What follows belongs to an exercise in optimizing a design on an open flow for small area and a short achievable clock period; a production flow would make more cautious choices.
RTL that was checked went through simulation tests only; none was proved equivalent to the original.
Power is estimated from default activity; no workload was simulated.

==> flow/design.v (excerpt) <==
module vec_multi_core #(
    parameter int LEN = 32,
    parameter int DATA_WIDTH = 8
) (
    input logic clk,
    input logic rst_n,
    input logic i_data_valid,
    input logic i_load_weight,
    input logic [LEN*DATA_WIDTH-1:0] i_data,
    input logic [2*LEN-1:0] i_weight,
    output logic o_data_ready,
    output logic signed [31:0] o_result
);
Size in the first run: roughly 1100 cells after synthesis, roughly 290 flip-flops, roughly 360 I/O pins.
Settings: LEC_CHECK=0, CAP_MARGIN=20, CORE_MARGIN=2, CORE_UTILIZATION=40, SETUP_SLACK_MARGIN=1.0, SLEW_MARGIN=20, SYNTH_HIERARCHICAL=1; clock period 3.0 ns.
standard.sh (not shown) runs the stock make flow with config.mk's settings and CLKGATE_MAP_FILE= SYNTH_SCRIPT=/design/flow/synth_recipe.tcl, a recipe that flattens the netlist after the stock synthesis.
==> flow/flow/run.sh <==
#!/bin/bash
# Standard layout (the standard.sh, unchanged synthesis) with two changes:
#  - the port buffers are buf_1 cells rather than the clkdlybuf4s50 delay cells
#    that buffer_ports picks by default (every port still gets its own buffer);
#  - clock tree synthesis runs without dummy loads, with the buffers listed below.
export BUFFER_PORTS_ARGS="-buffer_cell sky130_fd_sc_hd__buf_1"
export CTS_ARGS="-sink_clustering_enable -repair_clock_nets -dont_use_dummy_load -buf_list sky130_fd_sc_hd__clkbuf_16 -sink_clustering_size 30 -sink_clustering_max_diameter 100"
bash standard.sh > standard.log 2>&1
The first run produced a clean layout.
Rerun with:
CORE_UTILIZATION = 60   (was 40)
SETUP_SLACK_MARGIN = 0.9   (was 1.0)
Non-clock buffer count fell by 52. Fmax fell by 2.8%. Cell area fell by 4.2%. Synthesized area is unchanged. Worst setup slack degrades by 56 ps. Cell count fell by 12%. Clock-buffer cell count fell by 1. Via count fell by 1.1%. Synthesized cell count does not change. Clock skew fell by 27 ps.

---

vec_multi_core, a different RTL version from the one above (not shown whole).
Size: roughly 1100 cells after synthesis, ~290 flip-flops, ~360 I/O pins, about 16000 um2 of cells after synthesis.
==> flow/config.mk <==
export PLATFORM = sky130hd
export DESIGN_NAME = vec_multi_core
export DESIGN_NICKNAME = vec_multi_core
export VERILOG_FILES = /design/flow/design.v
export SDC_FILE = /design/flow/constraint.sdc
export NUM_CORES = 4
export LEC_CHECK = 0
export CAP_MARGIN = 20
export CORE_MARGIN = 2
export CORE_UTILIZATION = 40
export SLEW_MARGIN = 20
export SYNTH_HIERARCHICAL = 1
==> flow/constraint.sdc <==
create_clock -name core_clock -period 3.0 [get_ports {clk}]
set_input_delay 0.6000 -clock core_clock [delete_from_list [all_inputs] [get_ports {clk}]]
set_output_delay 0.6000 -clock core_clock [all_outputs]
set_load 0.01 [all_outputs]
==> flow/flow/run.sh <==
#!/bin/bash
# Standard layout (the standard.sh, unchanged synthesis) with two changes:
#  - the port buffers are buf_1 cells rather than the clkdlybuf4s50 delay cells
#    that buffer_ports picks by default (every port still gets its own buffer);
#  - clock tree synthesis runs without dummy loads, with the buffers listed below.
export BUFFER_PORTS_ARGS="-buffer_cell sky130_fd_sc_hd__buf_1"
export CTS_ARGS="-sink_clustering_enable -repair_clock_nets -dont_use_dummy_load -buf_list sky130_fd_sc_hd__clkbuf_8"
bash standard.sh > standard.log 2>&1
==> next run, changes <==
Settings changed: SETUP_SLACK_MARGIN from default to 0.9.
The new run finished clean.
Combinational power came out higher slightly.
Total power came out higher slightly.
Routed wire length came out higher slightly.
Worst setup slack improved by 0.098 ns.
==> next run, changes <==
--- a/flow/flow/run.sh
+++ b/flow/flow/run.sh
@@ -5,4 +5,4 @@
 #  - clock tree synthesis runs without dummy loads, with the buffers listed below.
 export BUFFER_PORTS_ARGS="-buffer_cell sky130_fd_sc_hd__buf_1"
-export CTS_ARGS="-sink_clustering_enable -repair_clock_nets -dont_use_dummy_load -buf_list sky130_fd_sc_hd__clkbuf_8"
+export CTS_ARGS="-sink_clustering_enable -repair_clock_nets -dont_use_dummy_load -buf_list sky130_fd_sc_hd__clkbuf_16 -sink_clustering_size 30 -sink_clustering_max_diameter 100"
 bash standard.sh > standard.log 2>&1
Settings changed: SETUP_SLACK_MARGIN 0.9 to default.
The changed run ran to the end with no violations; flip-flop and latch count does not change; global-route usage shrinks by 0.61 points; worst setup slack is worse by 0.074 ns; cell area shrinks by 2.4%.
==> next run, changes <==
--- a/flow/flow/run.sh
+++ b/flow/flow/run.sh
@@ -5,4 +5,4 @@
 #  - clock tree synthesis runs without dummy loads, with the buffers listed below.
 export BUFFER_PORTS_ARGS="-buffer_cell sky130_fd_sc_hd__buf_1"
-export CTS_ARGS="-sink_clustering_enable -repair_clock_nets -dont_use_dummy_load -buf_list sky130_fd_sc_hd__clkbuf_16 -sink_clustering_size 30 -sink_clustering_max_diameter 100"
+export CTS_ARGS="-sink_clustering_enable -repair_clock_nets -dont_use_dummy_load -buf_list sky130_fd_sc_hd__clkbuf_8 -sink_clustering_size 16 -sink_clustering_max_diameter 80"
 bash standard.sh > standard.log 2>&1
Worst hold slack degrades by 0.085 ns.
Setup slack degrades by 0.015 ns.
Routed wire length increases slightly.
Sequential cell count does not change.
Total power drops slightly.
Via count rose slightly.
Sequential share of layout area is about the same.
Clock-buffer cell count goes up by 10.
No run of this note included a check of the RTL's function; only the layout flow was run.

---

## job 8216
vec_multi_core, a different RTL version from the one above (not shown whole).
Size: about 1100 cells after synthesis, about 290 flip-flops, roughly 360 I/O pins.
make LEC_CHECK=0 CAP_MARGIN=20 CORE_MARGIN=2 CORE_UTILIZATION=40 SLEW_MARGIN=20 SYNTH_HIERARCHICAL=1 finish   # period 3.0 ns
run.sh (not shown) runs the stock make flow with config.mk's settings and CLKGATE_MAP_FILE= SYNTH_SCRIPT=/design/flow/synth_recipe.tcl, a recipe that flattens the netlist after the stock synthesis.
Stock flow here: none of the scripts above is used.
diff inputs: job 8216 => job 4777
==> flow/flow/run.sh (new file) <==
#!/bin/bash
# Standard layout, except that the port buffers are buf_2 cells instead of the delay cells
# buffer_ports picks by default.
export BUFFER_PORTS_ARGS="-buffer_cell sky130_fd_sc_hd__buf_2"
bash standard.sh > standard.log 2>&1
==> flow/standard.sh (new file) <==
#!/bin/bash
# synth_recipe.tcl (not shown) runs the flow's synth.tcl, then flattens the netlist and writes it again
# the make line also repeats each setting of config.mk as NAME=value (left out here)
make -C /OpenROAD-flow-scripts/flow DESIGN_CONFIG=/design/flow/config.mk WORK_HOME=/design/flow/orfs CLKGATE_MAP_FILE= SYNTH_SCRIPT=/design/flow/synth_recipe.tcl "${@:-finish}"
removed: flow/run.sh
Results
Job 4777 vs. job 8216: standby leakage power neither gained nor lost much; combined global-route utilization of all metal layers -0.92 points.
Job 8216 → job 4777: final wirelength now sits lower; share of the final layout cell area in sequential cells now sits higher.
Summary of job 4777 over job 8216: number of clock-tree buffers in the layout saw an increase, total placed cells including tap cells about even.
Going from job 8216 to job 4777, the total stage count of the critical path was found to have gone up by 2.
Overall via count from detail_route went down slightly going from job 8216 to job 4777.
> inputs changed (job 4777 -> job 9997)
Settings: putting CTS_BUF_LIST at sky130_fd_sc_hd__clkbuf_8 where nothing was set.
==> flow/flow/run.sh <==
#!/bin/bash
# Standard layout, except that the port buffers are buf_1 cells instead of the delay cells
# buffer_ports picks by default.
export BUFFER_PORTS_ARGS="-buffer_cell sky130_fd_sc_hd__buf_1"
bash standard.sh > standard.log 2>&1
[summary]
- Design area of job 9997 falls short of that of job 4777 by a few percent.
- Going from job 4777 to job 9997, residual antenna-violating net count after detailed routing flat, layout clock buffer count up 29%, shortest period the worst path allows down 0.042 ns, register share of the cell area up 0.89 points, post-route clock period utilization down 1.4 points.
- Least setup slack across all paths after layout was higher in the run labelled job 9997.
- Re synthesized cell count: no difference whatsoever between job 9997 and job 4777.
- Job 9997 completed every stage of the flow, and the final layout passed the timing, DRC and antenna checks.
--- input diff job 9997..job 9572 ---
Settings: SETUP_SLACK_MARGIN: unset -> 1.1; CTS_BUF_LIST: sky130_fd_sc_hd__clkbuf_8 -> unset.
Job 9997 → job 9572: period utilization lower; power rose 1.9 mW; average routed wire per standard cell +0.51 um.

## separate check: timing with driven ports
Ports are ideal in the flow. The routed layouts listed here were re-timed in OpenROAD. Step 1: set_driving_cell puts a clkbuf_16 on clk and a buf_2 on each other input, an assumption about the parent block. Step 2 also shifts input and output timing later by t, the mid clock arrival at the registers, as if the neighbouring blocks saw the same clock. Slacks: ideal ports / drivers / drivers and shift; pairs: ideal ports / drivers.
run | t, ns | setup slack, ns | clock arrival spread, ns | worst slew at a driven data input, ns
the first run of note 1 | 0.532 | 1.007 / 1.007 / 0.778 | 0.059 / 0.059 | 0.08
the second run of note 1 | 0.530 | 0.951 / 0.951 / 0.791 | 0.031 / 0.031 | 0.05
the first run of note 2 | 0.631 | 0.866 / 0.866 / 0.749 | 0.027 / 0.028 | 0.07
the second run of note 2 | 0.629 | 0.965 / 0.965 / 0.738 | 0.023 / 0.023 | 0.07
the third run of note 2 | 0.531 | 0.891 / 0.891 / 0.805 | 0.065 / 0.065 | 0.07
the fourth run of note 2 | 0.628 | 0.876 / 0.876 / 0.779 | 0.078 / 0.078 | 0.07
job 8216 | 0.591 | 0.606 / 0.553 / 0.364 | 0.015 / 0.015 | 0.10
job 4777 | 0.570 | 0.791 / 0.791 / 0.783 | 0.019 / 0.020 | 0.07
job 9997 | 0.651 | 0.832 / 0.832 / 0.770 | 0.021 / 0.021 | 0.07
job 9572 | 0.587 | 0.972 / 0.972 / 0.732 | 0.025 / 0.025 | 0.08
After both steps setup and hold are still met in every run listed. The setup slack of job 8216, which loses most, moves by -0.053 ns with the drivers and by -0.242 ns with both steps.
